Background: an optimization exercise with open tools, aiming at small area, a short achievable clock period and few clock cycles per item. Do not read the settings as production practice. Only simulation tests tie the RTL to the original design; equivalence was not proved. Power is estimated from default activity; no workload was simulated.

==> config.mk <==
export PLATFORM = sky130hd
export DESIGN_NAME = simon2share
export DESIGN_NICKNAME = simon2share
export VERILOG_FILES = /design/flow/design.v
export SDC_FILE = /design/flow/constraint.sdc
export NUM_CORES = 4
export LEC_CHECK = 0
export CAP_MARGIN = 20
export CORE_MARGIN = 2
export CORE_UTILIZATION = 60
export PLACE_DENSITY = 0.75
export SETUP_SLACK_MARGIN = 2.45
export SLEW_MARGIN = 20
==> constraint.sdc <==
create_clock -name core_clock -period 5.0 [get_ports {clk}]
set_input_delay 1.0000 -clock core_clock [delete_from_list [all_inputs] [get_ports {clk}]]
set_output_delay 1.0000 -clock core_clock [all_outputs]
set_load 0.01 [all_outputs]
==> design.v <==
`timescale 1ns / 1ps
module p_datapath(clk, comp, gate_x_n, gate_y_n, data_ina, data_inb, key_ina, key_inb, cipher_out);
input clk, comp, gate_x_n, gate_y_n, data_ina, data_inb;
input [63:0] key_ina, key_inb;
output [127:0] cipher_out;
wire [63:0] Xout_a, Xout_b, Yout_a, Yout_b;
data_share2 share_a(.clk(clk), .comp(comp), .data_in(data_ina), .key_in(key_ina),
		    .X_out(Xout_a), .Y_out(Yout_a), .X_in(Xout_b));
data_share2 share_b(.clk(clk), .comp(comp), .data_in(data_inb), .key_in(key_inb),
		    .X_out(Xout_b), .Y_out(Yout_b), .X_in(Xout_a));
wire [127:0] gate = ~{{64{gate_x_n}}, {64{gate_y_n}}};
wire [127:0] res1 = {Xout_a, Yout_a} & gate;
wire [127:0] res2 = {Xout_b, Yout_b} & gate;
assign cipher_out = res1 ^ res2;
endmodule
module data_share2(clk, comp, data_in, key_in, X_out, Y_out, X_in);
input clk, comp, data_in;
input [63:0] key_in;
input [63:0] X_in;
output [63:0] X_out, Y_out;
localparam [63:0] PX = 64'haaaaaaaaaaaaaaaa;
localparam [63:0] PY = ~PX;
reg [63:0] Xs, Ys;
wire [63:0] X = Xs ^ PX;
wire [63:0] Y = Ys ^ PY;
wire [63:0] XL1 = {X[62:0], X[63]};
wire [63:0] XL2 = {X[61:0], X[63:62]};
wire [63:0] XL8 = {X[55:0], X[63:56]};
wire [63:0] XoL8 = {X_in[55:0], X_in[63:56]};
wire [63:0] own = XL1 & XL8;
wire [63:0] xprod = XL1 & XoL8;
always@(posedge clk)
begin
	if (comp) begin
		Xs <= (Y ^ XL2 ^ own ^ xprod ^ key_in) ^ PX;
		Ys <= X ^ PY;
	end
	else begin
		{Xs, Ys} <= {data_in, X, Y[63:1]} ^ {PX, PY};
	end
end
assign X_out = X;
assign Y_out = Y;
endmodule
`timescale 1ns / 1ps
module p_keysch10(clk, comp, load_key, z, data_in, key_out);
input clk, comp, load_key, z, data_in;
output [63:0] key_out;
localparam [63:0] PX = 64'haaaaaaaaaaaaaaaa;
localparam [63:0] PY = ~PX;
reg [63:0] KXs, KYs;
wire [63:0] KX = KXs ^ PX;
wire [63:0] KY = KYs ^ PY;
localparam [63:0] c = 64'hfffffffffffffffc;
always@(posedge clk)
begin
	if (comp) begin
		KXs <= (c ^ {63'd0, z} ^ KY ^ {KX[2:0],KX[63:3]} ^ {KX[3:0],KX[63:4]}) ^ PX;
		KYs <= KX ^ PY;
	end
	else begin
		{KXs, KYs} <= {load_key ? data_in : KY[0], KX, KY[63:1]} ^ {PX, PY};
	end
end
assign key_out = KY;
endmodule
`timescale 1ns / 1ps
module p_keysch11(clk, comp, load_key, data_in, key_out);
input clk, comp, load_key, data_in;
output [63:0] key_out;
localparam [63:0] PX = 64'haaaaaaaaaaaaaaaa;
localparam [63:0] PY = ~PX;
reg [63:0] KXs, KYs;
wire [63:0] KX = KXs ^ PX;
wire [63:0] KY = KYs ^ PY;
always@(posedge clk)
begin
	if (comp) begin
		KXs <= (KY ^ {KX[2:0],KX[63:3]} ^ {KX[3:0],KX[63:4]}) ^ PX;
		KYs <= KX ^ PY;
	end
	else begin
		{KXs, KYs} <= {load_key ? data_in : KY[0], KX, KY[63:1]} ^ {PX, PY};
	end
end
assign key_out = KY;
endmodule
`timescale 1ns / 1ps
module simon2share(clk, data_ina, data_inb, data_rdy, cipher_out, Done);
input clk;
input data_ina, data_inb;
input [1:0] data_rdy;
output [127:0] cipher_out;
output reg Done;
localparam [0:127] ZN = {67'b0101111011100000011010010011000101000010001111110010110110011101011, 60'd0, 1'b1};
reg [6:0] counter;	 
reg comp;		 
reg last_n, done_n;
wire load_key = (data_rdy == 2);
always @(posedge clk)
begin
	if (data_rdy == 0 || data_rdy == 2)
		counter <= 0;
	else
		counter <= counter + 1;
end
always @(posedge clk)
begin
	comp <= (data_rdy == 1 && counter == 127) || (data_rdy == 3 && comp);
	Done <= (data_rdy == 3) && comp && (counter == 67);
	done_n <= !((data_rdy == 3) && comp && (counter == 67));
	last_n <= !((data_rdy == 3) && ((comp && counter == 66) || !last_n));
end
reg z;
always @(posedge clk)
	z <= ZN[counter];
wire [63:0] keya, keyb;
p_datapath mydatapath(.clk(clk), .comp(comp), .gate_x_n(last_n), .gate_y_n(done_n),
		      .data_ina(data_ina), .data_inb(data_inb),
		      .key_ina(keya), .key_inb(keyb),
		      .cipher_out(cipher_out));
p_keysch10 mykeysch_a(.clk(clk), .comp(comp), .load_key(load_key), .z(z),
		      .data_in(data_ina), .key_out(keya));
p_keysch11 mykeysch_b(.clk(clk), .comp(comp), .load_key(load_key),
		      .data_in(data_inb), .key_out(keyb));
endmodule
==> flow/run.sh <==
#!/bin/bash
# Standard ORFS layout (the standard.sh) with two changes to buffering:
#  - ports get a buf_2 as port buffer instead of the default cell;
#  - after global placement, each output-gate flip-flop (done_n, last_n) gets a
#    two-level buffer tree: one buffer per cluster of its loads (gate_tree.tcl).
# make's full output goes to standard.log; ORFS keeps per-step logs in orfs/logs.
set -uo pipefail
here=$(pwd)
export BUFFER_PORTS_ARGS="-buffer_cell sky130_fd_sc_hd__buf_2"
export POST_GLOBAL_PLACE_TCL="$here/flow/gate_tree.tcl"
export GATE_TREE_FLOPS='done_n$_DFF_P_ last_n$_DFF_P_'
export GATE_TREE_FANOUT=16
export GATE_TREE_CELL=sky130_fd_sc_hd__buf_4
bash standard.sh > standard.log 2>&1
==> flow/gate_tree.tcl <==
# Build a two-level buffer tree for each output-gate net: the gate flip-flop
# drives one buffer per cluster of loads, placed at the cluster's centre.
proc gate_tree_kmeans {pts k} {
  # pts: list of {x y}; returns list of cluster indices
  set n [llength $pts]
  set cent {}
  for {set c 0} {$c < $k} {incr c} {
    lappend cent [lindex [lsort -real -index 2 [lmap p $pts {list {*}$p [expr {atan2([lindex $p 1]-0.0, [lindex $p 0]-0.0)}]}]] [expr {($c * $n) / $k}]]
  }
  set cent [lmap c $cent {lrange $c 0 1}]
  set asg [lrepeat $n 0]
  for {set it 0} {$it < 30} {incr it} {
    set i 0
    foreach p $pts {
      set best 0; set bd 1e30
      set c 0
      foreach q $cent {
        set d [expr {abs([lindex $p 0]-[lindex $q 0]) + abs([lindex $p 1]-[lindex $q 1])}]
        if {$d < $bd} { set bd $d; set best $c }
        incr c
      }
      lset asg $i $best
      incr i
    }
    set newc {}
    for {set c 0} {$c < $k} {incr c} {
      set sx 0.0; set sy 0.0; set m 0
      set i 0
      foreach p $pts {
        if {[lindex $asg $i] == $c} { set sx [expr {$sx + [lindex $p 0]}]; set sy [expr {$sy + [lindex $p 1]}]; incr m }
        incr i
      }
      if {$m > 0} { lappend newc [list [expr {$sx/$m}] [expr {$sy/$m}]] } else { lappend newc [lindex $cent $c] }
    }
    set cent $newc
  }
  return [list $asg $cent]
}

proc gate_tree {flop_name per_buf cell} {
  set block [ord::get_db_block]
  set dbu [$block getDbUnitsPerMicron]
  set inst [$block findInst $flop_name]
  if {$inst == "NULL"} { puts "gate_tree: no instance $flop_name"; return }
  set net [[$inst findITerm Q] getNet]
  # drop buffers already hanging on the net, so the tree sees the real loads
  for {set pass 0} {$pass < 8} {incr pass} {
    set bufs {}
    foreach it [$net getITerms] {
      if {[$it isOutputSignal]} continue
      set li [$it getInst]
      set m [$li getMaster]
      if {[string match "*__buf_*" [$m getName]] || [string match "*__clkbuf_*" [$m getName]]} {
        set onet [[$li findITerm X] getNet]
        # keep port buffers
        if {[llength [$onet getBTerms]] > 0} continue
        lappend bufs [get_cells [$li getName]]
      }
    }
    if {[llength $bufs] == 0} break
    remove_buffers $bufs
    set net [[$inst findITerm Q] getNet]
  }
  set pins {}; set pts {}
  foreach it [$net getITerms] {
    if {[$it isOutputSignal]} continue
    set li [$it getInst]
    set loc [$it getAvgXY]
    if {[lindex $loc 0] == 0} { set b [$li getBBox]; set loc [list 1 [expr {([$b xMin]+[$b xMax])/2}] [expr {([$b yMin]+[$b yMax])/2}]] }
    lappend pins "[$li getName]/[[$it getMTerm] getName]"
    lappend pts [list [expr {double([lindex $loc 1])/$dbu}] [expr {double([lindex $loc 2])/$dbu}]]
  }
  set n [llength $pins]
  set k [expr {max(1, int(ceil(double($n) / $per_buf)))}]
  puts "gate_tree: $flop_name net [$net getName] loads $n clusters $k"
  lassign [gate_tree_kmeans $pts $k] asg cent
  for {set c 0} {$c < $k} {incr c} {
    set lp {}
    set i 0
    foreach p $pins { if {[lindex $asg $i] == $c} { lappend lp [get_pins $p] }; incr i }
    if {[llength $lp] == 0} continue
    set xy [lindex $cent $c]
    insert_buffer -buffer_cell $cell -net [get_nets [$net getName]] -load_pins $lp -location $xy
  }
}

# Hook body (sourced after global placement): one tree per output-gate flop.
foreach flop $::env(GATE_TREE_FLOPS) {
  gate_tree $flop $::env(GATE_TREE_FANOUT) $::env(GATE_TREE_CELL)
}
==> standard.sh <==
#!/bin/bash
# synth_recipe.tcl (not shown) runs the flow's synth.tcl, then flattens the netlist and writes it again
# the make line also repeats each setting of config.mk as NAME=value (left out here)
make -C /OpenROAD-flow-scripts/flow DESIGN_CONFIG=/design/flow/config.mk WORK_HOME=/design/flow/orfs CLKGATE_MAP_FILE= SYNTH_SCRIPT=/design/flow/synth_recipe.tcl "${@:-finish}"
==> results_dict.tcl, run 1 <==
set metrics [dict create \
    status "timing/DRC/antenna clean" \
    synth_commonest_cells "613 x xnor2_1, 524 x dfxtp_1, 445 x mux2i_1" \
    clock_path_buffers 3 \
    wl_um 52900 \
    syn2layout_area_growth_pct 19.6 \
    firstDrtPassIters 5 \
    syn_nets 2282 \
    routedWlPerCell_um 17.5 \
    ioPinCount 134 \
    startpoint_type "register" \
    yosysTopAreaCellShare 0.435 \
    max_freq_ghz 0.393 \
    syn-cell-area_sq_mm 0.0241 \
    place_inst 2863 \
    leakage_nw 10.2 \
    post-route-drc-count 0 \
    core_area_sq_mm 0.0397 \
    cts_htree_levels 2 \
    tritoncts "yes" \
    numCtsBuffers 54 \
    portBuffers 133 \
    cts_root_buf "clkbuf_16" \
    fin_skew_ns 0.0134 \
    slew_headroom 0.378 \
    finalSetupTns_ns 0 \
    end_kind "output port" \
    antenna_cells 0 \
    path_class "reg -> out" \
    synth_area_per_cell_sq_um 10.6 \
    max_stage_delay_ns 0.35 \
    synth_most_common_cell "xnor2_1" \
    drive_gt1_frac 0.194 \
    dieArea_sq_mm 0.0418 \
    viasPerCell 5.19 \
    cp_slowest_cell "dfxtp_4" \
    setup_viol 0 \
    postPlaceCellArea_sq_mm 0.0252 \
    tightestPinTransition_ns 0.933 \
    yosysSeqAreaShare 0.435 \
    vias 15700 \
    ys_types 33 \
    clkTransAtPathRegs_ns 0.06 \
    yosysTopAreaCell "dfxtp_1" \
    synthArstFlopShare 0 \
    antenna_found_initial 0 \
    finalHoldViolCount 0 \
    dpl.hpwl_um 35200 \
    hp-class "reg -> reg" \
    grt_pass1_vias 15500 \
    power_density_mw_per_mm2 341 \
    ys_warn_count 4 \
    crit_chain "buf_12, clkbuf_16, nor2b_1, buf_2" \
    hold_ws_ns 0.482 \
    min_period_ns 2.54 \
    critPathMaxFanout 9 \
    grt_max_degree 138 \
    first_iter_violations 825 \
    synth_edf_count 0 \
    die_h_um 204 \
    ir_drop_v 0.000275 \
    grt-ovfl-total 0 \
    rows 73 \
    track_usage 0.247 \
    synth_cells 2272 \
    dieWidth_um 204 \
    max_cap_violations 0 \
    rsz0062_at_grt "true" \
    instances_no_fill 3027 \
    initial_core_util 0.607 \
    nFillCells 2786 \
    grt_pass1_wl_um 83100 \
    final_area_sq_mm 0.0288 \
    num-nets-final 2468 \
    cts-hold-fix-buffers 0 \
    synth_area_leaders "dfxtp_1 44%, xnor2_1 22%, mux2i_1 18%" \
    required_ns 4.00 \
    worstSkewPairLatency_ns 0.59 \
    post-route-period-util 0.509 \
    clock-sinks 524 \
    maxSlewViolCount 0 \
    ys.flop_type "dfxtp_1" \
    arrival_ns 1.54 \
    synth-seq-cells 524 \
    antenna_left 0 \
]
[cell usage in the layout (no fill, tap or decap), types with 13 or more instances in the layout]
cell type	Yosys	final
xnor2_2	0	25
nand2_1	133	133
nor2b_1	34	25
clkbuf_16	0	63
dfxtp_1	524	441
o21ai_0	67	67
xor2_1	161	129
dfxtp_4	0	27
clkbuf_1	25	13
nor2_1	169	145
mux2i_1	445	445
dfxtp_2	0	56
nor2_2	0	20
xnor2_1	613	581
clkbuf_8	0	13
buf_4	1	56
xor2_2	0	20
buf_2	45	129
[power breakdown]
part / switching (W) / total, W / leakage, nW / internal (W)
logic: 0.000438 / 0.00103 / 4.72 / 0.000591
registers: 0.000307 / 0.00467 / 4.56 / 0.00436
clock network: 0.00165 / 0.00412 / 0.904 / 0.00248
[layout make-up]
class	instances	area, sq um	share of cell area
Clock inverter	17	195	0.00677
Timing Repair Buffer	213	1580	0.0548
Inverter	5	18.8	0.000651
Tap cell	525	657	0.0228
Sequential cell	524	10700	0.370
Clock buffer	83	1650	0.0574
Multi-Input combinational cell	1660	14100	0.488
[state kept, by name (all words and copies together) (netlist names)]
register and cells:
mydatapath.share_a.Xs 64, mydatapath.share_a.Ys 64, mydatapath.share_b.Xs 64, mydatapath.share_b.Ys 64, mykeysch_a.KXs 64, mykeysch_a.KYs 64
mykeysch_b.KXs 64, mykeysch_b.KYs 64, counter 7, Done 1, comp 1, done_n 1
last_n 1, z 1
[worst max-delay path: cells and delay by family, from the launching register on]
kind	cells	cell delay [ns]
buffers and inverters	3	0.48
and+or+nand+nor	1	0.11
DFF	1	0.35
[per-stage QoR]
| stage | power (W) | utilization | worst slack, ns |
|---|---|---|---|
| 3_3_place_gp | 0.00561 | 0.634 | 2.44 |
| 3_5_place_dp | 0.00563 | 0.635 | 2.79 |
| 2_1_floorplan | 0.00541 | - | 3.03 |
| 4_1_cts | 0.00985 | 0.710 | 2.38 |
| 5_1_grt | 0.0102 | 0.726 | 2.40 |
| 6_report | 0.00982 | 0.726 | 2.46 |
[per-layer routing]
metal  vias up  track usage  wire [um]
li1       7794            -          -
met1      7587        0.342      25100
met2       247        0.404      24800
met3        76       0.0394       1830
met4         0       0.0624       1140
met5         -            0          0
[final timing paths]
| path | depth (start not counted) | slack (ns) | startpoint | to |
|---|---|---|---|---|
| setup / recovery | 4 | 2.46 | last_n | cipher_out[97] |
| hold / removal | 1 | 0.48 | mydatapath.share_b.Ys[60] | mydatapath.share_b.Ys[59] |
| setup reg to reg | 2 | 2.91 | comp | mykeysch_b.KXs[45] |
| hold reg to reg | 1 | 0.48 | mydatapath.share_b.Ys[60] | mydatapath.share_b.Ys[59] |
[repair_timing]
| action | in CTS | in global routing |
|---|---|---|
| setup endpoints to repair | 128 | 89 |
| gates resized for setup | 152 | 103 |
| buffers inserted | 41 | 16 |
| pin swaps | 41 | 21 |
| cloned | 0 | 7 |
[cell families (layout without fill, tap and decap cells)]
group | count (synthesis) | count (layout) | share of synthesized area
adder cells (fa/ha/maj) | 5 | 5 | 0.00260
buffers and inverters | 88 | 318 | 0.0165
multiplexers | 448 | 448 | 0.187
XOR/XNOR | 774 | 774 | 0.281
AND/OR/NAND/NOR | 354 | 354 | 0.0605
flip-flops | 524 | 524 | 0.435
AO/OA/AOI/OAI | 79 | 79 | 0.0172
Testbench counts, summed over its fixed seeds: cycles 20,800, items 64.
==> run 2: changes to the inputs <==
--- a/config.mk
+++ b/config.mk
@@ -9,5 +9,4 @@
 export CORE_MARGIN = 2
 export CORE_UTILIZATION = 60
 export PLACE_DENSITY = 0.75
-export SETUP_SLACK_MARGIN = 2.45
 export SLEW_MARGIN = 20
==> run 2 against run 1 <==
Still clean on timing, DRC and antenna; hold slack got worse by 0.00058 ns; routed wire length decreased by 5.9%; cell area decreased by 6.0%; power decreased by 1.5%; sequential share of layout area increased by 1.8 points; register-to-register slack improved by 0.03 ns; via count decreased by 2.1%; synthesized cell count unchanged; clock power about the same; sequential power about the same; maximum frequency decreased by 10%; critical endpoint is now cipher_out[75].
==> results_dict.tcl, run 2 <==
set metrics [dict create \
    cpLargestDelayFamily "XOR/XNOR gates" \
    grt_pass1_vias 15100 \
    num-nets-final 2404 \
    nFillCells 3101 \
    syn2layout_area_growth_pct 12.4 \
    yosysTopAreaCell "dfxtp_1" \
    firstDrtPassIters 5 \
    clkTransAtPathRegs_ns 0.06 \
    final_util 0.682 \
    timing.rr.end "mykeysch_b.KXs[32]" \
    path_buf_inv 1 \
    cts.repair.resized 0 \
    die_h_um 204 \
    clock-sinks 524 \
    antenna_cells 0 \
    synth_top_family_by_area "XOR/XNOR gates" \
    arrival_ns 1.84 \
    path_class "reg -> out" \
    cp-endpoint "cipher_out[75]" \
    setup_viol 0 \
    dieArea_sq_mm 0.0418 \
    first_iter_violations 682 \
    post-route-period-util 0.568 \
    cts_htree_levels 2 \
    end_kind "output port" \
    clock_path_buffers 3 \
    hold_ws_ns 0.482 \
    synthArstFlopShare 0 \
    vias 15400 \
    leakage_nw 9.47 \
    track_usage 0.240 \
    cts-hold-fix-buffers 0 \
    min_period_ns 2.84 \
    startpoint_type "register" \
    grt_pass1_wl_um 80700 \
    status "timing/DRC/antenna clean" \
    ys.flop_type "dfxtp_1" \
    slew_headroom 0.389 \
    yosysTopAreaCellShare 0.435 \
    yosysSeqAreaShare 0.435 \
    synth_compound_area_frac 0.0172 \
    required_ns 4.00 \
    reg2regPathDepth 2 \
    rows 73 \
    synth_area_per_cell_sq_um 10.6 \
    initial_core_util 0.607 \
    final_cell_mix "613 x xnor2_1, 521 x dfxtp_1, 445 x mux2i_1" \
    final_common_cell "xnor2_1" \
    synth-seq-cells 524 \
    syn-cell-area_sq_mm 0.0241 \
    grt-ovfl-total 0 \
    ys_warn_count 4 \
    crit_cells 3 \
    maxSlewViolCount 0 \
    numCtsBuffers 54 \
    ioPinCount 134 \
    tightestPinTransition_ns 0.917 \
    finalHoldViolCount 0 \
    synth_xor_area_frac 0.281 \
    grt_max_degree 138 \
    wl_um 49800 \
    critPathMaxFanout 5 \
    antenna_left 0 \
    yosys.area_share.simple 0.0605 \
    cts_setup_buffers 0 \
    synthMuxAreaShare 0.187 \
    core_area_sq_mm 0.0397 \
    finalSetupTns_ns 0 \
    power_density_mw_per_mm2 357 \
    whs_path_depth 1 \
    syn_nets 2282 \
    synthAdderAreaFrac 0.00260 \
    portBuffers 133 \
    routedWlPerCell_um 16.8 \
    hp-class "reg -> reg" \
    max_freq_ghz 0.352 \
    final_area_sq_mm 0.0271 \
    postPlaceCellArea_sq_mm 0.0252 \
    cp_slowest_cell "xor2_1" \
    ir_drop_v 0.000270 \
    synth_commonest_cells "613 x xnor2_1, 524 x dfxtp_1, 445 x mux2i_1" \
    viasPerCell 5.19 \
    dpl.hpwl_um 35200 \
    reg2reg_slack_ns 2.94 \
    synth_most_common_cell "xnor2_1" \
    r2r_start "comp" \
    rsz0062_at_grt "false" \
    cts_root_buf "clkbuf_16" \
    fin_skew_ns 0.0192 \
    antenna_found_initial 0 \
    worstHoldStart "mydatapath.share_b.Ys[60]" \
    max_stage_delay_ns 0.49 \
    startpoint "mydatapath.share_b.Xs[11]" \
    crit_chain "xor2_1, nor2b_1, buf_2" \
    worstSkewPairLatency_ns 0.59 \
    synth_cells 2272 \
    synth_edf_count 0 \
    ys_types 33 \
    dieWidth_um 204 \
    tritoncts "yes" \
    synth_area_leaders "dfxtp_1 44%, xnor2_1 22%, mux2i_1 18%" \
    post-route-drc-count 0 \
    drive_gt1_frac 0.100 \
    max_cap_violations 0 \
]
run 2: kinds of logic (layout without fill, tap and decap cells):
kind of cell | after synthesis | count (layout)
compound gates | 79 | 79
xor+xnor | 774 | 774
fa+ha+maj | 5 | 5
buf+inv | 88 | 254
flops | 524 | 524
mux | 448 | 448
simple gates | 354 | 354
run 2: final cells by class:
class,count,area [sq um],share of cell area
multi-input combinational,1660,13200,0.488
sequential,524,10500,0.388
clock buffer,83,1650,0.0611
timing repair buffer,149,848,0.0313
tap,525,657,0.0243
clock inverter,17,195,0.00721
inverter,5,18.8,0.000693
run 2: how the worst min path moves through the flow:
| stage | endpoint | slack, ns |
|---|---|---|
| finish | mydatapath.share_b.Ys[59] | 0.48 |
| global route | mydatapath.share_b.Ys[59] | 0.50 |
| CTS | mydatapath.share_b.Ys[59] | 0.49 |
| detailed placement | mydatapath.share_b.Ys[58] | 0.48 |
| global placement | mydatapath.share_b.Ys[41] | 0.47 |
| floorplan | mydatapath.share_a.Ys[10] | 0.46 |
run 2: per-stage QoR:
step                instances  total power (W)  setup slack, ns
finish                   2963          0.00967             2.16
global route             2963           0.0100             2.05
CTS                      2963          0.00975             2.15
detailed placement       2863          0.00563             2.79
global placement         2856          0.00561             2.44
floorplan                2272          0.00541             3.03
run 2: per-layer routing:
metal / global-route usage / vias up / wire, um
met4: 0.0634 / 0 / 1020
met3: 0.0373 / 73 / 1540
met2: 0.387 / 215 / 22700
li1: - / 7687 / -
met5: 0 / - / 0
met1: 0.334 / 7393 / 24500
run 2: where the power goes:
group          total [W]  internal (W)  leakage (nW)  switching [W]
sequential       0.00464       0.00436          4.55       0.000277
clock            0.00412       0.00248         0.904        0.00164
combinational   0.000911      0.000501          4.01       0.000410
total            0.00967       0.00734          9.47        0.00233
==> run 3: changes to the inputs <==
--- a/config.mk
+++ b/config.mk
@@ -9,4 +9,5 @@
 export CORE_MARGIN = 2
 export CORE_UTILIZATION = 60
 export PLACE_DENSITY = 0.75
+export SETUP_SLACK_MARGIN = 2.2
 export SLEW_MARGIN = 20
==> run 3 against run 2 <==
Still clean; clock skew is 0.0058 ns lower; clock power barely moved; cell count unchanged; utilization is 0.60 points higher; global-route usage about the same; sequential share of layout area shrank 0.32 points.
==> results_dict.tcl, run 3 <==
set metrics [dict create \
    synth_cells 2272 \
    whs_path_depth 1 \
    r2r_start "comp" \
    yosysSeqAreaShare 0.435 \
    yosysTopAreaCell "dfxtp_1" \
    reg2regPathDepth 2 \
    tritoncts "yes" \
    final_util 0.688 \
    power_density_mw_per_mm2 354 \
    leakage_nw 9.52 \
    regArea_sq_mm 0.0105 \
    worstHoldStart "mydatapath.share_b.Ys[60]" \
    min_to "mydatapath.share_b.Ys[59]" \
    arrival_ns 1.73 \
    finalHoldViolCount 0 \
    grt-ovfl-total 0 \
    max_cap_violations 0 \
    setup_slack_ns 2.27 \
    finalSetupTns_ns 0 \
    post-route-drc-count 0 \
    p_sw_w 0.00234 \
    cts_setup_buffers 0 \
    maxSlewViolCount 0 \
    post-route-period-util 0.547 \
    synth_edf_count 0 \
    min_period_ns 2.73 \
    hold_ws_ns 0.483 \
    end_kind "output port" \
    p_clk_frac 0.425 \
    antenna_found_initial 0 \
    synth_most_common_cell "xnor2_1" \
    sw_frac_of_total 0.241 \
    ir_drop_v 0.000280 \
    p_int_w 0.00735 \
    dieWidth_um 204 \
    ys_types 33 \
    drive_gt1_frac 0.113 \
    worstSkewPairLatency_ns 0.59 \
    ys.flop_type "dfxtp_1" \
    final_cell_mix "612 x xnor2_1, 521 x dfxtp_1, 445 x mux2i_1" \
    pwr-share-seq 0.480 \
    hp-class "reg -> reg" \
    syn2layout_area_growth_pct 13.4 \
    wl_um 49900 \
    final_common_cell "xnor2_1" \
    fin_skew_ns 0.0133 \
    cts_htree_levels 2 \
    grt_pass1_wl_um 80800 \
    core_area_sq_mm 0.0397 \
    viasPerCell 5.18 \
    clkTransAtPathRegs_ns 0.06 \
    dpl.hpwl_um 35200 \
    max_freq_ghz 0.366 \
    nFillCells 3060 \
    num-nets-final 2404 \
    path_class "reg -> out" \
    antenna_left 0 \
    first_iter_violations 663 \
    timing.rr.end "mykeysch_b.KXs[45]" \
    ioPinCount 134 \
    syn_nets 2282 \
    reg2reg_slack_ns 2.93 \
    required_ns 4.00 \
    combPwrFrac 0.095 \
    place_ws_ns 2.79 \
    initial_core_util 0.607 \
    slew_headroom 0.388 \
    yosysTopAreaCellShare 0.435 \
    setup_viol 0 \
    rsz0062_at_grt "false" \
    critPathMaxFanout 5 \
    die_h_um 204 \
    grt_pass1_vias 15100 \
    tightestPinTransition_ns 0.918 \
    clock-sinks 524 \
    routedWlPerCell_um 16.9 \
    portBuffers 133 \
    synthArstFlopShare 0 \
    grt_max_degree 138 \
    synth_commonest_cells "613 x xnor2_1, 524 x dfxtp_1, 445 x mux2i_1" \
    ys_warn_count 4 \
    multi_input_area_sq_mm 0.0135 \
    antenna_cells 0 \
    firstDrtPassIters 5 \
    dieArea_sq_mm 0.0418 \
    clock_path_buffers 3 \
    synth_area_leaders "dfxtp_1 44%, xnor2_1 22%, mux2i_1 18%" \
    syn-cell-area_sq_mm 0.0241 \
    cts-hold-fix-buffers 0 \
    cts_root_buf "clkbuf_16" \
    synth-seq-cells 524 \
    vias 15300 \
    status "timing/DRC/antenna clean" \
    synth_area_per_cell_sq_um 10.6 \
    startpoint_type "register" \
    numCtsBuffers 54 \
    track_usage 0.240 \
    rows 73 \
]
[run 3: cell count changes in the layout (fill, tap and decap cells not counted)]
cell | before | now
xnor2_1 | 613 | 612
xor2_1 | 161 | 131
dfxtp_4 | 1 | 3
xnor2_2 | 0 | 1
dfxtp_2 | 2 | 0
xor2_2 | 0 | 30
[run 3: worst max path at each step]
stage                                   start         endpoint  depth (start not counted)
floorplan                              last_n  cipher_out[100]                          3
global placement                       done_n   cipher_out[18]                          3
detailed placement  mydatapath.share_a.Xs[11]   cipher_out[75]                          3
CTS                  mydatapath.share_b.Xs[3]   cipher_out[67]                          3
global route        mydatapath.share_b.Xs[21]   cipher_out[85]                          3
finish              mydatapath.share_a.Xs[55]  cipher_out[119]                          3
[run 3: worst max-delay path: stages, from the launching register on]
cell,delay [ns]
dfxtp_1,0.44
xor2_1,0.40
nor2b_1,0.18
buf_2,0.13
[run 3: what timing repair did]
| item | CTS | global route |
|---|---|---|
| cloned | 0 | 0 |
| resized for setup | 13 | 20 |
| hold endpoints to repair | 0 | 0 |
| setup endpoints to repair | 23 | 20 |
[run 3: cells by family after synthesis]
group,Yosys count,synth area share
AO/OA/AOI/OAI,79,0.0172
XOR/XNOR,774,0.281
adder cells (fa/ha/maj),5,0.00260
buffers and inverters,88,0.0165
flip-flops,524,0.435
multiplexers,448,0.187
AND/OR/NAND/NOR,354,0.0605
[run 3: per-layer routing]
metal | track usage | vias to the layer above | share of wire
met5 | 0 | - | 0
li1 | - | 7659 | -
met4 | 0.0660 | 0 | 0.021
met2 | 0.387 | 232 | 0.46
met1 | 0.334 | 7382 | 0.49
met3 | 0.0373 | 74 | 0.032
[run 3: layout make-up]
cell class	instances	share of cell area
clock buffers	83	0.0605
clock inverters	17	0.00714
inverters	5	0.000687
multi-input cells	1660	0.492
flip-flops and latches	524	0.384
well taps	525	0.0240
repair buffers	149	0.0310
[run 3: metrics by stage]
step	power [W]	cell area (sq um)	instances
global route	0.0101	27300	2963
floorplan	0.00541	24100	2272
finish	0.00968	27300	2963
detailed placement	0.00563	25200	2863
CTS	0.00976	27200	2963
global placement	0.00561	25200	2856
[run 3: power groups by stage]
stage | logic, W | clock network, W | registers (W)
floorplan | 0.000763 | 0 | 0.00464
global placement | 0.000884 | 0 | 0.00472
detailed placement | 0.000902 | 0 | 0.00473
CTS | 0.000919 | 0.00420 | 0.00464
global route | 0.00101 | 0.00438 | 0.00467
finish | 0.000918 | 0.00412 | 0.00465
==> run 4: changes to the inputs <==
--- a/config.mk
+++ b/config.mk
@@ -8,6 +8,8 @@
 export CAP_MARGIN = 20
 export CORE_MARGIN = 2
 export CORE_UTILIZATION = 60
+export CTS_CLUSTER_DIAMETER = 90
+export CTS_CLUSTER_SIZE = 28
 export PLACE_DENSITY = 0.75
-export SETUP_SLACK_MARGIN = 2.2
+export SETUP_SLACK_MARGIN = 2.45
 export SLEW_MARGIN = 20
==> run 4 against run 3 <==
Still clean on timing, DRC and antenna; sequential cell count unchanged; critical path depth unchanged; clock skew rose by 0.017 ns; utilization is 0.38 points higher; sequential share of layout area grew 0.45 points; combinational power grew 9%; non-clock buffer count rose by 49; die area unchanged; global-route usage shrank 0.56 points; critical endpoint is now cipher_out[99].
==> results_dict.tcl, run 4 <==
set metrics [dict create \
    cts-hold-fix-buffers 0 \
    max_freq_ghz 0.393 \
    synth_area_per_cell_sq_um 10.6 \
    fin_skew_ns 0.0307 \
    place_ws_ns 2.79 \
    total_power_w 0.00780 \
    num-nets-final 2421 \
    min_period_ns 2.55 \
    post-route-period-util 0.509 \
    first_iter_violations 678 \
    clock_path_buffers 3 \
    p_sw_w 0.00202 \
    r2r_start "comp" \
    tightestPinTransition_ns 0.895 \
    cts_root_buf "clkbuf_16" \
    p_clk_frac 0.274 \
    rsz0062_at_grt "true" \
    ir_drop_v 0.000204 \
    combPwrFrac 0.129 \
    final_util 0.692 \
    required_ns 4.00 \
    numCtsBuffers 22 \
    final_cell_mix "581 x xnor2_1, 445 x mux2i_1, 441 x dfxtp_1" \
    synth-seq-cells 524 \
    power_density_mw_per_mm2 284 \
    maxSlewViolCount 0 \
    finalSetupTns_ns 0 \
    synth_most_common_cell "xnor2_1" \
    met1Wirelength_um 24400 \
    dr.max_layer_used "met4" \
    synth_cells 2272 \
    dieWidth_um 204 \
    dpl.hpwl_um 35200 \
    synth_edf_count 0 \
    status "timing/DRC/antenna clean" \
    worstSkewPairLatency_ns 0.57 \
    synthArstFlopShare 0 \
    startpoint_type "register" \
    arrival_ns 1.55 \
    initial_core_util 0.607 \
    antenna_left 0 \
    antenna_found_initial 0 \
    yosysSeqAreaShare 0.435 \
    clkTransAtPathRegs_ns 0.11 \
    grt_max_degree 138 \
    cts_htree_levels 1 \
    grt_pass1_vias 14800 \
    ioPinCount 134 \
    routedWlPerCell_um 17.1 \
    setup_viol 0 \
    clock-sinks 524 \
    viasPerCell 5.19 \
    dr_wl_met2_um 23500 \
    yosysTopAreaCellShare 0.435 \
    ys.flop_type "dfxtp_1" \
    path_class "reg -> out" \
    antenna_cells 0 \
    grt-ovfl-total 0 \
    worstHoldStart "mydatapath.share_a.Ys[39]" \
    pwr-share-seq 0.597 \
    portBuffers 133 \
    post-route-drc-count 0 \
    final_common_cell "xnor2_1" \
    synth_commonest_cells "613 x xnor2_1, 524 x dfxtp_1, 445 x mux2i_1" \
    ys_warn_count 4 \
    grt_pass1_wl_um 79500 \
    startpoint "mydatapath.share_b.Xs[35]" \
    synth_area_leaders "dfxtp_1 44%, xnor2_1 22%, mux2i_1 18%" \
    critPathMaxFanout 5 \
    ys_types 33 \
    syn_nets 2282 \
    setup_slack_ns 2.45 \
    syn-cell-area_sq_mm 0.0241 \
    hp-class "reg -> reg" \
    leakage_nw 9.50 \
    track_usage 0.234 \
    firstDrtPassIters 4 \
    max_cap_violations 0 \
    rows 73 \
    sw_frac_of_total 0.259 \
    yosysTopAreaCell "dfxtp_1" \
    nFillCells 3018 \
    multi_input_area_sq_mm 0.0141 \
    reg2reg_slack_ns 2.91 \
    finalHoldViolCount 0 \
    core_area_sq_mm 0.0397 \
    regArea_sq_mm 0.0107 \
    die_h_um 204 \
    wl_um 50300 \
    slew_headroom 0.403 \
    vias 15300 \
    tritoncts "yes" \
    drive_gt1_frac 0.165 \
    p_int_w 0.00579 \
    syn2layout_area_growth_pct 14.0 \
    end_kind "output port" \
    dieArea_sq_mm 0.0418 \
    met3_length_um 1330 \
]
[run 4: kinds of logic after synthesis]
logic type / Yosys count / share of synthesized area
adder cells (fa/ha/maj): 5 / 0.00260
multiplexers: 448 / 0.187
XOR/XNOR: 774 / 0.281
flip-flops: 524 / 0.435
AND/OR/NAND/NOR: 354 / 0.0605
buffers and inverters: 88 / 0.0165
AO/OA/AOI/OAI: 79 / 0.0172
[run 4: critical path, stage by stage, from the launching register on]
cell	delay (ns)
dfxtp_4	0.42
xor2_4	0.22
nor2b_1	0.18
buf_2	0.16
[run 4: worst paths after layout]
| kind | endpoint | cells after the start |
|---|---|---|
| worst min register to register | mydatapath.share_a.Ys[38] | 1 |
| worst min-delay path | mydatapath.share_a.Ys[38] | 1 |
| worst max-delay path | cipher_out[99] | 3 |
| worst max register to register | mydatapath.share_a.Xs[26] | 2 |
[run 4: power groups by stage]
| stage | clock (W) | sequential [W] | combinational (W) |
|---|---|---|---|
| floorplan | 0 | 0.00464 | 0.000763 |
| global placement | 0 | 0.00472 | 0.000884 |
| detailed placement | 0 | 0.00473 | 0.000902 |
| CTS | 0.00218 | 0.00466 | 0.000967 |
| global route | 0.00233 | 0.00469 | 0.00110 |
| finish | 0.00214 | 0.00466 | 0.00100 |
[run 4: per-layer routing]
| metal | up-vias | global-route usage |
|---|---|---|
| met5 | - | 0 |
| met4 | 0 | 0.0414 |
| met3 | 51 | 0.0234 |
| met2 | 176 | 0.390 |
| met1 | 7391 | 0.334 |
| li1 | 7650 | - |
[run 4: per-stage QoR]
stage	instances	hold slack, ns	area [sq um]
final	2939	0.495	27500
after detailed placement	2863	0.478	25200
after CTS	2914	0.506	26800
after global placement	2856	0.469	25200
after global routing	2939	0.515	27500
after floorplan	2272	0.459	24100
[run 4: what timing repair did]
item	CTS	global route
gates cloned	0	5
setup buffers	24	20
pin swaps	26	21
gates resized for setup	137	114
endpoints found under the setup margin	128	83
[run 4: cell type report]
type / count / share of cell area
Clock inverter: 1 / 0.000273
Timing Repair Buffer: 198 / 0.0522
Sequential cell: 524 / 0.389
Multi-Input combinational cell: 1660 / 0.512
Inverter: 5 / 0.000683
Clock buffer: 26 / 0.0217
Tap cell: 525 / 0.0239
==> run 5: changes to the inputs <==
--- a/config.mk
+++ b/config.mk
@@ -7,9 +7,9 @@
 export LEC_CHECK = 0
 export CAP_MARGIN = 20
 export CORE_MARGIN = 2
-export CORE_UTILIZATION = 60
+export CORE_UTILIZATION = 80
 export CTS_CLUSTER_DIAMETER = 90
 export CTS_CLUSTER_SIZE = 28
-export PLACE_DENSITY = 0.75
+export PLACE_DENSITY = 0.9
 export SETUP_SLACK_MARGIN = 2.45
 export SLEW_MARGIN = 20
==> run 5 against run 4 <==
Still clean; sequential share of layout area is 0.80 points higher; power is 0.48% higher; synthesized cell count unchanged; first-iteration DRC count rose by 100%; die area fell by 25%; clock-buffer cell count fell by 2.
==> results_dict.tcl, run 5 <==
set metrics [dict create \
    status "timing/DRC/antenna clean" \
    tightestPinTransition_ns 1.06 \
    ioPinCount 134 \
    synth_edf_count 0 \
    first_iter_violations 1371 \
    rows 63 \
    firstDrtPassIters 5 \
    synth_commonest_cells "613 x xnor2_1, 524 x dfxtp_1, 445 x mux2i_1" \
    power_density_mw_per_mm2 291 \
    synth_xor_area_frac 0.281 \
    met3_length_um 3100 \
    grt-ovfl-total 0 \
    yosysTopAreaCell "dfxtp_1" \
    final_util 0.909 \
    ys_types 33 \
    synth_compound_area_frac 0.0172 \
    final_cell_mix "581 x xnor2_1, 452 x dfxtp_1, 445 x mux2i_1" \
    setup_slack_ns 2.42 \
    final_common_cell "xnor2_1" \
    crit_chain "buf_12, buf_6, nor2_1, buf_2" \
    clock_path_buffers 3 \
    clock-sinks 524 \
    viasPerCell 5.91 \
    grt_pass1_wl_um 85600 \
    dieWidth_um 178 \
    ys_warn_count 4 \
    synth_area_per_cell_sq_um 10.6 \
    syn2layout_area_growth_pct 11.8 \
    dr.max_layer_used "met4" \
    instances_no_fill 2781 \
    max_cap_violations 0 \
    clkTransAtPathRegs_ns 0.11 \
    critPathMaxFanout 15 \
    maxSlewViolCount 0 \
    path_buf_inv 3 \
    hold_ws_ns 0.504 \
    cp_slowest_cell "dfxtp_4" \
    rsz0062_at_grt "true" \
    post-route-drc-count 0 \
    ir_drop_v 0.000320 \
    post-route-period-util 0.516 \
    synth_cells 2272 \
    dieArea_sq_mm 0.0315 \
    synthArstFlopShare 0 \
    synthAdderAreaFrac 0.00260 \
    max_stage_delay_ns 0.38 \
    antenna_cells 0 \
    whs_path_depth 1 \
    max_freq_ghz 0.387 \
    crit_cells 4 \
    synth_area_leaders "dfxtp_1 44%, xnor2_1 22%, mux2i_1 18%" \
    setup_viol 0 \
    cts_htree_levels 1 \
    finalSetupTns_ns 0 \
    vias 16400 \
    dr_wl_met2_um 29200 \
    die_h_um 178 \
    cpLargestDelayFamily "buffers and inverters" \
    synth-seq-cells 524 \
    synth_top_family_by_area "XOR/XNOR gates" \
    nFillCells 1204 \
    startpoint_type "register" \
    cts_root_buf "clkbuf_16" \
    place_inst 2728 \
    end_kind "output port" \
    ys.flop_type "dfxtp_1" \
    yosysTopAreaCellShare 0.435 \
    cts-hold-fix-buffers 0 \
    path_class "reg -> out" \
    core_area_sq_mm 0.0296 \
    syn-cell-area_sq_mm 0.0241 \
    num-nets-final 2400 \
    routedWlPerCell_um 21.3 \
    initial_core_util 0.813 \
    met1Wirelength_um 25000 \
    finalHoldViolCount 0 \
    fin_skew_ns 0.0220 \
    yosysSeqAreaShare 0.435 \
    arrival_ns 1.58 \
    slew_headroom 0.295 \
    numCtsBuffers 22 \
    grt_pass1_vias 15800 \
    hp-class "reg -> reg" \
    wl_um 59100 \
    portBuffers 133 \
    yosys.area_share.simple 0.0605 \
    synthMuxAreaShare 0.187 \
    synth_most_common_cell "xnor2_1" \
    min_period_ns 2.58 \
    track_usage 0.341 \
    tritoncts "yes" \
    grt_max_degree 130 \
    drive_gt1_frac 0.146 \
    antenna_left 0 \
    worstSkewPairLatency_ns 0.57 \
    required_ns 4.00 \
    syn_nets 2282 \
    reg2regPathDepth 3 \
    antenna_found_initial 0 \
    dpl.hpwl_um 36400 \
    leakage_nw 9.29 \
    place_ws_ns 2.73 \
]
==> run 5: cell types whose count changed in the layout (fill, tap and decap cells not counted), moves of 6 or more <==
| cell | change |
|---|---|
| dfxtp_2 | -21 |
| dfxtp_1 | +11 |
| nor2_1 | +11 |
| dfxtp_4 | +10 |
| buf_4 | -9 |
| nor2_2 | -9 |
| xor2_2 | -8 |
| xor2_4 | +8 |
| buf_12 | -7 |
| nor2b_4 | -7 |
| nor2b_1 | +6 |
==> run 5: worst paths after layout <==
path	slack, ns	end	startpoint
worst max-delay path	2.42	cipher_out[49]	done_n
worst min-delay path	0.50	mydatapath.share_b.Ys[44]	mydatapath.share_b.Ys[45]
worst max register to register	2.56	mydatapath.share_b.Ys[26]	comp
worst min register to register	0.50	mydatapath.share_b.Ys[44]	mydatapath.share_b.Ys[45]
==> run 5: where the power goes <==
part / internal [W] / switching, W
Sequential: 0.00435 / 0.000332
Clock: 0.000837 / 0.00128
Combinational: 0.000565 / 0.000475
==> run 5: cell families (layout without fill, tap and decap cells) <==
logic type      count (synthesis)  after routing
xor+xnor                      774            774
flops                         524            524
mux                           448            448
simple gates                  354            354
buf+inv                        88            207
compound gates                 79             79
fa+ha+maj                       5              5
==> run 5: area by class of cell <==
cell class                      count  area (sq um)  area share
Clock buffer                       24           579      0.0215
Multi-Input combinational cell   1660         14100       0.522
Timing Repair Buffer              177          1100      0.0409
Clock inverter                      1          8.76    0.000325
Sequential cell                   524         10700       0.397
Tap cell                          390           488      0.0181
Inverter                            5          18.8    0.000696
==> run 5: metrics by stage <==
step | power, W | cell area [sq um]
global route | 0.00807 | 27000
global placement | 0.00559 | 25000
detailed placement | 0.00563 | 25100
floorplan | 0.00541 | 24100
CTS | 0.00773 | 26400
finish | 0.00784 | 27000
==> run 5: what timing repair did <==
action	4_1_cts	5_1_grt
resized for setup	135	87
pin swaps	14	15
endpoints found under the setup margin	128	92
setup buffers	7	21
==> run 5: worst register-to-register path, delay by kind of cell (launching register included) <==
kind | cells | cell delay [ns]
buf+inv | 2 | 0.98
mux | 1 | 0.31
flops | 1 | 1.05
==> run 5: per-layer routing <==
| layer | track usage | vias up |
|---|---|---|
| li1 | - | 7603 |
| met1 | 0.462 | 8144 |
| met2 | 0.574 | 537 |
| met3 | 0.0416 | 142 |
| met4 | 0.0967 | 0 |
| met5 | 0 | - |
==> run 6: changes to the inputs <==
--- a/config.mk
+++ b/config.mk
@@ -7,9 +7,9 @@
 export LEC_CHECK = 0
 export CAP_MARGIN = 20
 export CORE_MARGIN = 2
-export CORE_UTILIZATION = 80
+export CORE_UTILIZATION = 75
 export CTS_CLUSTER_DIAMETER = 90
 export CTS_CLUSTER_SIZE = 28
-export PLACE_DENSITY = 0.9
+export PLACE_DENSITY = 0.86
 export SETUP_SLACK_MARGIN = 2.45
 export SLEW_MARGIN = 20
==> run 6 against run 5 <==
Synthesized cell count is the same; register-to-register slack gained 0.16 ns; clock power is essentially flat; non-clock buffer count shrank 4.
==> results_dict.tcl, run 6 <==
set metrics [dict create \
    tightestPinTransition_ns 1.13 \
    clock-sinks 524 \
    rsz0062_at_grt "true" \
    final_cell_mix "581 x xnor2_1, 459 x dfxtp_1, 445 x mux2i_1" \
    final_common_cell "xnor2_1" \
    p_clk_frac 0.270 \
    synth_commonest_cells "613 x xnor2_1, 524 x dfxtp_1, 445 x mux2i_1" \
    syn2layout_area_growth_pct 11.5 \
    dieArea_sq_mm 0.0336 \
    ys.flop_type "dfxtp_1" \
    cts_root_buf "clkbuf_16" \
    synth_most_common_cell "xnor2_1" \
    grt_max_degree 123 \
    min_period_ns 2.53 \
    finalSetupTns_ns 0 \
    post-route-drc-count 0 \
    max_stage_delay_ns 0.47 \
    pwr-share-seq 0.602 \
    met2_usage 0.516 \
    end_kind "output port" \
    worstSkewPairLatency_ns 0.55 \
    grt_pass1_vias 15400 \
    firstDrtPassIters 5 \
    leakage_nw 9.27 \
    required_ns 4.00 \
    cpLargestDelayFamily "flip-flops" \
    antenna_cells 0 \
    startpoint_type "register" \
    dpl.hpwl_um 35700 \
    arrival_ns 1.53 \
    synth_edf_count 0 \
    setup_viol 0 \
    tritoncts "yes" \
    synthArstFlopShare 0 \
    synth_area_leaders "dfxtp_1 44%, xnor2_1 22%, mux2i_1 18%" \
    yosysTopAreaCell "dfxtp_1" \
    maxSlewViolCount 0 \
    grt.busiest_layer "met2" \
    final_util 0.850 \
    sw_frac_of_total 0.259 \
    critPathMaxFanout 5 \
    slew_headroom 0.250 \
    crit_chain "xor2_2, nor2b_1, buf_2" \
    ys_warn_count 4 \
    synth-seq-cells 524 \
    yosysSeqAreaShare 0.435 \
    wl_um 52300 \
    first_iter_violations 1095 \
    clock_path_buffers 3 \
    synth_area_per_cell_sq_um 10.6 \
    grt_pass1_wl_um 82500 \
    finalHoldViolCount 0 \
    cts-hold-fix-buffers 0 \
    ys_types 33 \
    p_int_w 0.00574 \
    portBuffers 133 \
    antenna_left 0 \
    antenna_found_initial 0 \
    nFillCells 1827 \
    cp_slowest_cell "dfxtp_1" \
    track_usage 0.303 \
    drive_gt1_frac 0.140 \
    dieWidth_um 183 \
    met3_usage 0.0302 \
    die_h_um 183 \
    combPwrFrac 0.128 \
    max_freq_ghz 0.395 \
    post-route-period-util 0.506 \
    p_sw_w 0.00201 \
    syn-cell-area_sq_mm 0.0241 \
    numCtsBuffers 22 \
    initial_core_util 0.762 \
    path_buf_inv 1 \
    max_cap_violations 0 \
    vias 15700 \
    hp-class "reg -> reg" \
    num-nets-final 2396 \
    synth_cells 2272 \
    path_class "reg -> out" \
    yosysTopAreaCellShare 0.435 \
    routedWlPerCell_um 18.8 \
    syn_nets 2282 \
    rows 65 \
    cts_htree_levels 1 \
    viasPerCell 5.63 \
    core_area_sq_mm 0.0316 \
    ir_drop_v 0.000293 \
    ioPinCount 134 \
    clkTransAtPathRegs_ns 0.11 \
    power_density_mw_per_mm2 288 \
    fin_skew_ns 0.0185 \
    grt-ovfl-total 0 \
    use_met1 0.423 \
    status "timing/DRC/antenna clean" \
]
-- run 6: cells by family (layout without fill, tap and decap cells) --
family,after synthesis,in the layout,synth area share
multiplexers,448,448,0.187
buffers and inverters,88,203,0.0165
XOR/XNOR,774,774,0.281
AND/OR/NAND/NOR,354,354,0.0605
flip-flops,524,524,0.435
adder cells (fa/ha/maj),5,5,0.00260
AO/OA/AOI/OAI,79,79,0.0172
-- run 6: path summary, 6_finish.rpt --
path	slack (ns)	depth (start not counted)	end	from
worst max-delay path	2.47	3	cipher_out[127]	mydatapath.share_b.Xs[63]
worst min-delay path	0.49	1	mykeysch_b.KYs[41]	mykeysch_b.KYs[42]
worst max register to register	2.72	2	mydatapath.share_b.Ys[25]	comp
worst min register to register	0.49	1	mykeysch_b.KYs[41]	mykeysch_b.KYs[42]
-- run 6: power groups by stage --
stage	clock network, W	logic (W)	registers (W)
3_3_place_gp	0	0.000872	0.00472
6_report	0.00209	0.000991	0.00467
3_5_place_dp	0	0.000900	0.00473
2_1_floorplan	0	0.000763	0.00464
4_1_cts	0.00212	0.000948	0.00466
5_1_grt	0.00227	0.00108	0.00470
-- run 6: area by class of cell --
cell class	count	area, sq um	share of cell area
clock inverter	1	8.76	0.000326
inverter	5	18.8	0.000698
clock buffer	24	579	0.0215
sequential	524	10700	0.397
timing repair buffer	173	1090	0.0404
multi-input combinational	1660	14000	0.521
tap	402	503	0.0187
-- run 6: repair_timing --
action	CTS	global route
setup buffers	8	13
setup endpoints to repair	128	61
pin swaps	14	16
resized for setup	131	75
-- run 6: routing by layer --
metal	up-vias	wire (um)
li1	7603	-
met1	7735	23900
met2	312	25700
met3	60	1740
met4	0	934
met5	-	0
-- run 6: per-stage QoR --
stage	power [W]	cells	worst slack, ns	area, sq um	hold WS [ns]
after detailed placement	0.00563	2743	2.77	25100	0.478
after global placement	0.00559	2736	2.51	25100	0.473
after CTS	0.00773	2776	2.34	26400	0.502
final	0.00775	2789	2.47	26900	0.494
after global routing	0.00804	2789	2.39	26900	0.522
after floorplan	0.00541	2272	3.03	24100	0.459
==> run 7: changes to the inputs <==
--- a/config.mk
+++ b/config.mk
@@ -7,9 +7,9 @@
 export LEC_CHECK = 0
 export CAP_MARGIN = 20
 export CORE_MARGIN = 2
-export CORE_UTILIZATION = 75
+export CORE_UTILIZATION = 65
 export CTS_CLUSTER_DIAMETER = 90
 export CTS_CLUSTER_SIZE = 28
-export PLACE_DENSITY = 0.86
+export PLACE_DENSITY = 0.78
 export SETUP_SLACK_MARGIN = 2.45
 export SLEW_MARGIN = 20
==> run 7 against run 6 <==
Synthesized cell count unchanged; largest power group unchanged; power about the same; critical path type unchanged; via count shrank 1.8%; non-clock buffer count increased by 20; still clean.
==> results_dict.tcl, run 7 <==
set metrics [dict create \
    numCtsBuffers 22 \
    slew_headroom 0.264 \
    critPathMaxFanout 8 \
    worstSkewPairLatency_ns 0.56 \
    setup_viol 0 \
    synth_cells 2272 \
    rsz0062_at_grt "true" \
    finalHoldViolCount 0 \
    cts-hold-fix-buffers 0 \
    ys_types 33 \
    dieWidth_um 197 \
    path_class "reg -> out" \
    max_stage_delay_ns 0.47 \
    final_cell_mix "581 x xnor2_1, 445 x mux2i_1, 443 x dfxtp_1" \
    die_h_um 197 \
    leakage_nw 9.45 \
    met2_usage 0.439 \
    num-nets-final 2416 \
    final_area_sq_mm 0.0275 \
    path_buf_inv 3 \
    synth_area_per_cell_sq_um 10.6 \
    antenna_left 0 \
    cpLargestDelayFamily "flip-flops" \
    max_cap_violations 0 \
    track_usage 0.261 \
    ys.flop_type "dfxtp_1" \
    cp_slowest_cell "dfxtp_4" \
    post-route-drc-count 0 \
    final_common_cell "xnor2_1" \
    tightestPinTransition_ns 1.10 \
    synth_edf_count 0 \
    synth_most_common_cell "xnor2_1" \
    portBuffers 133 \
    hold_ws_ns 0.499 \
    synth_commonest_cells "613 x xnor2_1, 524 x dfxtp_1, 445 x mux2i_1" \
    grt-ovfl-total 0 \
    use_met1 0.373 \
    drive_gt1_frac 0.169 \
    yosysSeqAreaShare 0.435 \
    tritoncts "yes" \
    ys_warn_count 4 \
    maxSlewViolCount 0 \
    crit_chain "buf_12, buf_12, nor2_4, buf_2" \
    synth_area_leaders "dfxtp_1 44%, xnor2_1 22%, mux2i_1 18%" \
    viasPerCell 5.37 \
    dieArea_sq_mm 0.0386 \
    dpl.hpwl_um 35500 \
    clock-sinks 524 \
    min_period_ns 2.55 \
    reg2reg_slack_ns 2.88 \
    vias 15400 \
    clock_path_buffers 3 \
    arrival_ns 1.55 \
    grt_max_degree 160 \
    required_ns 4.00 \
    first_iter_violations 759 \
    postPlaceCellArea_sq_mm 0.0251 \
    yosysTopAreaCellShare 0.435 \
    post-route-period-util 0.510 \
    critPathMostFrequentCell "buf_12" \
    ioPinCount 134 \
    synth-seq-cells 524 \
    met3_usage 0.0207 \
    initial_core_util 0.660 \
    hp-class "reg -> reg" \
    grt_pass1_vias 15200 \
    core_area_sq_mm 0.0365 \
    fin_skew_ns 0.0165 \
    syn_nets 2282 \
    cts_root_buf "clkbuf_16" \
    startpoint_type "register" \
    clkTransAtPathRegs_ns 0.10 \
    end_kind "output port" \
    grt.busiest_layer "met2" \
    grt_pass1_wl_um 82100 \
    final_util 0.753 \
    syn-cell-area_sq_mm 0.0241 \
    yosysTopAreaCell "dfxtp_1" \
    firstDrtPassIters 5 \
    antenna_cells 0 \
    ir_drop_v 0.000242 \
    synthArstFlopShare 0 \
    cts_htree_levels 1 \
    power_density_mw_per_mm2 282 \
    finalSetupTns_ns 0 \
    antenna_found_initial 0 \
    status "timing/DRC/antenna clean" \
    max_freq_ghz 0.393 \
    wl_um 51400 \
    syn2layout_area_growth_pct 14.1 \
    rows 70 \
    routedWlPerCell_um 17.9 \
]
[run 7: cell types whose count changed in the layout (fill, tap and decap cells not counted), moves of 4 or more]
cell / previous run / this run
nor2_1: 168 / 136
nor2_4: 0 / 19
dfxtp_2: 21 / 39
buf_4: 26 / 43
buf_2: 133 / 117
dfxtp_1: 459 / 443
buf_6: 5 / 19
nor2_2: 1 / 14
nor2b_1: 34 / 29
buf_12: 7 / 11
nor2b_4: 0 / 4
[run 7: kinds of logic (layout without fill, tap and decap cells)]
group                    count (synthesis)  count (layout)  synth area share
adder cells (fa/ha/maj)                  5               5           0.00260
buffers and inverters                   88             222            0.0165
multiplexers                           448             448             0.187
XOR/XNOR                               774             774             0.281
AND/OR/NAND/NOR                        354             354            0.0605
AO/OA/AOI/OAI                           79              79            0.0172
flip-flops                             524             524             0.435
[run 7: per-stage QoR]
stage / cells / power, W / worst slack (ns)
CTS: 2850 / 0.00777 / 2.33
global placement: 2800 / 0.00560 / 2.48
floorplan: 2272 / 0.00541 / 3.03
finish: 2874 / 0.00775 / 2.45
global route: 2874 / 0.00807 / 2.39
detailed placement: 2807 / 0.00563 / 2.78
[run 7: final cells by class]
cell class / instances / area, sq um
fillers: 2546 / 9010
well taps: 468 / 586
clock buffers: 23 / 576
multi-input cells: 1660 / 14200
clock inverters: 1 / 8.76
repair buffers: 193 / 1420
flip-flops and latches: 524 / 10700
inverters: 5 / 18.8
[run 7: final timing paths]
check                         endpoint                       from  cells after the start
min reg2reg  mydatapath.share_b.Ys[24]  mydatapath.share_b.Ys[25]                      1
min          mydatapath.share_b.Ys[24]  mydatapath.share_b.Ys[25]                      1
max                     cipher_out[14]                     done_n                      4
max reg2reg         mykeysch_b.KXs[59]                       comp                      2
[run 7: worst reg2reg max path: stages, from the launching register on]
cell and delay [ns]:
dfxtp_4 0.77, buf_4 0.88, o21ai_0 0.31
[run 7: metal layers]
metal / share of wire / vias to the layer above / wire [um]
li1: - / 7633 / -
met1: 0.48 / 7531 / 24900
met2: 0.47 / 207 / 24300
met3: 0.024 / 59 / 1240
met4: 0.018 / 0 / 937
met5: 0 / - / 0
[run 7: repair_timing]
| action | in CTS | in global routing |
|---|---|---|
| pin swaps | 22 | 26 |
| setup endpoints to repair | 128 | 92 |
| gates cloned | 0 | 4 |
| setup buffers | 19 | 20 |
| gates resized for setup | 142 | 156 |
[run 7: power by group]
group / switching [W] / internal [W] / total, W
clock: 0.00125 / 0.000833 / 0.00209
sequential: 0.000310 / 0.00435 / 0.00466
combinational: 0.000430 / 0.000574 / 0.00100
==> run 8: changes to the inputs <==
--- a/config.mk
+++ b/config.mk
@@ -7,9 +7,9 @@
 export LEC_CHECK = 0
 export CAP_MARGIN = 20
 export CORE_MARGIN = 2
-export CORE_UTILIZATION = 65
+export CORE_UTILIZATION = 70
 export CTS_CLUSTER_DIAMETER = 90
 export CTS_CLUSTER_SIZE = 28
-export PLACE_DENSITY = 0.78
+export PLACE_DENSITY = 0.82
 export SETUP_SLACK_MARGIN = 2.45
 export SLEW_MARGIN = 20
==> run 8 against run 7 <==
Still clean; maximum frequency is 1.2% higher; area after synthesis stayed put; cell area is 1.9% lower; clock skew hardly changed; critical path depth is 1 lower; critical path type unchanged; largest cell class unchanged.
==> results_dict.tcl, run 8 <==
set metrics [dict create \
    synth_top_family_by_area "XOR/XNOR gates" \
    p_sw_w 0.00200 \
    syn_nets 2282 \
    tritoncts "yes" \
    grt-ovfl-total 0 \
    synth-seq-cells 524 \
    grt_pass1_vias 15400 \
    min_period_ns 2.52 \
    status "timing/DRC/antenna clean" \
    drive_gt1_frac 0.148 \
    synth_area_per_cell_sq_um 10.6 \
    pwr-share-seq 0.602 \
    required_ns 4.00 \
    path_class "reg -> out" \
    firstDrtPassIters 4 \
    post-route-period-util 0.504 \
    met2_usage 0.466 \
    use_met1 0.404 \
    max_cap_violations 0 \
    yosysSeqAreaShare 0.435 \
    synth_cells 2272 \
    clkTransAtPathRegs_ns 0.11 \
    syn-cell-area_sq_mm 0.0241 \
    final_cell_mix "581 x xnor2_1, 448 x dfxtp_1, 445 x mux2i_1" \
    cts_htree_levels 1 \
    max_freq_ghz 0.397 \
    place_inst 2787 \
    dieArea_sq_mm 0.0359 \
    finalSetupTns_ns 0 \
    track_usage 0.283 \
    slew_headroom 0.272 \
    instances_no_fill 2839 \
    wl_um 51400 \
    p_int_w 0.00575 \
    critPathMaxFanout 5 \
    synth_area_leaders "dfxtp_1 44%, xnor2_1 22%, mux2i_1 18%" \
    syn2layout_area_growth_pct 12.0 \
    clock-sinks 524 \
    synthArstFlopShare 0 \
    synth_compound_area_frac 0.0172 \
    ys_warn_count 4 \
    clock_path_buffers 3 \
    ys.flop_type "dfxtp_1" \
    nFillCells 2201 \
    final_common_cell "xnor2_1" \
    regArea_sq_mm 0.0107 \
    antenna_found_initial 0 \
    dpl.hpwl_um 35800 \
    maxSlewViolCount 0 \
    p_clk_frac 0.270 \
    die_h_um 190 \
    yosysTopAreaCell "dfxtp_1" \
    tightestPinTransition_ns 1.09 \
    grt_pass1_wl_um 82500 \
    viasPerCell 5.44 \
    startpoint_type "register" \
    synth_commonest_cells "613 x xnor2_1, 524 x dfxtp_1, 445 x mux2i_1" \
    multi_input_area_sq_mm 0.0140 \
    finalHoldViolCount 0 \
    power_density_mw_per_mm2 287 \
    yosysTopAreaCellShare 0.435 \
    num-nets-final 2400 \
    antenna_cells 0 \
    post-route-drc-count 0 \
    vias 15400 \
    first_iter_violations 919 \
    dieWidth_um 190 \
    setup_viol 0 \
    worstSkewPairLatency_ns 0.55 \
    antenna_left 0 \
    synth_edf_count 0 \
    synth_most_common_cell "xnor2_1" \
    portBuffers 133 \
    sw_frac_of_total 0.258 \
    rows 67 \
    cts-hold-fix-buffers 0 \
    arrival_ns 1.52 \
    numCtsBuffers 22 \
    ys_types 33 \
    core_area_sq_mm 0.0337 \
    grt.busiest_layer "met2" \
    initial_core_util 0.715 \
    routedWlPerCell_um 18.1 \
    fin_skew_ns 0.0167 \
    synth_xor_area_frac 0.281 \
    grt_max_degree 120 \
    end_kind "output port" \
    leakage_nw 9.31 \
    ioPinCount 134 \
    combPwrFrac 0.127 \
    synthMuxAreaShare 0.187 \
    synthAdderAreaFrac 0.00260 \
    cts_root_buf "clkbuf_16" \
    rsz0062_at_grt "true" \
    hp-class "reg -> reg" \
    yosys.area_share.simple 0.0605 \
    met3_usage 0.0282 \
    ir_drop_v 0.000233 \
]
[run 8: changes by cell type in the layout (fill, tap and decap cells not counted), sizes merged]
| cell | delta |
|---|---|
| clkbuf | -2 |
| buf | -13 |
[run 8: cells by family after synthesis]
group | Yosys count
xor gates and xnor gates | 774
DFF | 524
muxes | 448
and+or+nand+nor | 354
buffers and inverters | 88
AOI/OAI and AO/OA | 79
adders and majority gates | 5
[run 8: worst paths after layout]
path,from,endpoint,slack (ns),depth (start not counted)
max,mydatapath.share_a.Xs[50],cipher_out[114],2.48,3
min,mydatapath.share_b.Ys[43],mydatapath.share_b.Ys[42],0.50,1
max reg2reg,comp,mydatapath.share_a.Ys[27],2.73,2
min reg2reg,mydatapath.share_b.Ys[43],mydatapath.share_b.Ys[42],0.50,1
[run 8: power groups by stage]
stage / combinational, W / sequential (W) / clock, W
detailed placement: 0.000901 / 0.00473 / 0
finish: 0.000988 / 0.00467 / 0.00210
global route: 0.00108 / 0.00470 / 0.00227
CTS: 0.000960 / 0.00466 / 0.00213
floorplan: 0.000763 / 0.00464 / 0
global placement: 0.000875 / 0.00472 / 0
[run 8: stage by stage]
step / total power [W] / instance area (sq um) / setup slack, ns / hold WS (ns) / utilization
3_5_place_dp: 0.00563 / 25100 / 2.81 / 0.481 / 0.746
5_1_grt: 0.00805 / 27000 / 2.43 / 0.522 / 0.801
2_1_floorplan: 0.00541 / 24100 / 3.03 / 0.459 / -
4_1_cts: 0.00775 / 26600 / 2.44 / 0.506 / 0.789
3_3_place_gp: 0.00560 / 25100 / 2.49 / 0.470 / 0.745
6_report: 0.00775 / 27000 / 2.48 / 0.500 / 0.801
[run 8: area by class of cell]
cell class,count,area share
Multi-Input combinational cell,1660,0.519
Sequential cell,524,0.395
Clock buffer,24,0.0215
Inverter,5,0.000695
Clock inverter,1,0.000324
Timing Repair Buffer,177,0.0428
Tap cell,448,0.0208
[run 8: layer usage]
layer,vias to the layer above,part of all wire
met5,-,0
met2,245,0.47
li1,7594,-
met1,7546,0.47
met3,61,0.035
met4,0,0.019
[run 8: timing repair]
item / 4_1_cts / 5_1_grt
resized for setup: 132 / 84
endpoints found under the setup margin: 128 / 73
buffers inserted: 17 / 10
pin swaps: 19 / 12
[run 8: critical path, stage by stage (launching register included)]
cell,delay (ns)
dfxtp_1,0.41
xnor2_2,0.34
nor2_1,0.07
buf_2,0.15

## re-timing with driven ports
No port has a modelled driver above. Below, the same layouts with a new extraction and two added sets of constraints. Step 1 (the two cells are an assumption about what drives the block):
set clk [get_ports {clk}]
set_driving_cell -lib_cell sky130_fd_sc_hd__clkbuf_16 $clk
set_driving_cell -lib_cell sky130_fd_sc_hd__buf_2 [delete_from_list [all_inputs] $clk]
Step 2, shift: input delay + t, output delay - t, t = (earliest + latest rising clock arrival at the registers) / 2. This alone moves slack from input paths to output paths. Three values: ideal, step 1, step 2; two values: the first two.
run	shift t [ns]	setup WS [ns]	worst slew at a driven data input, ns
run 1	0.640	2.457 / 2.402 / 2.907	0.03
run 2	0.639	2.160 / 2.104 / 2.744	0.03
run 3	0.639	2.266 / 2.209 / 2.849	0.03
run 4	0.611	2.453 / 2.397 / 2.914	0.03
run 5	0.606	2.418 / 2.364 / 2.560	0.04
run 6	0.597	2.470 / 2.415 / 2.720	0.03
run 7	0.602	2.452 / 2.397 / 2.878	0.03
run 8	0.599	2.482 / 2.427 / 2.735	0.03
After both steps setup and hold are still met in every run listed.
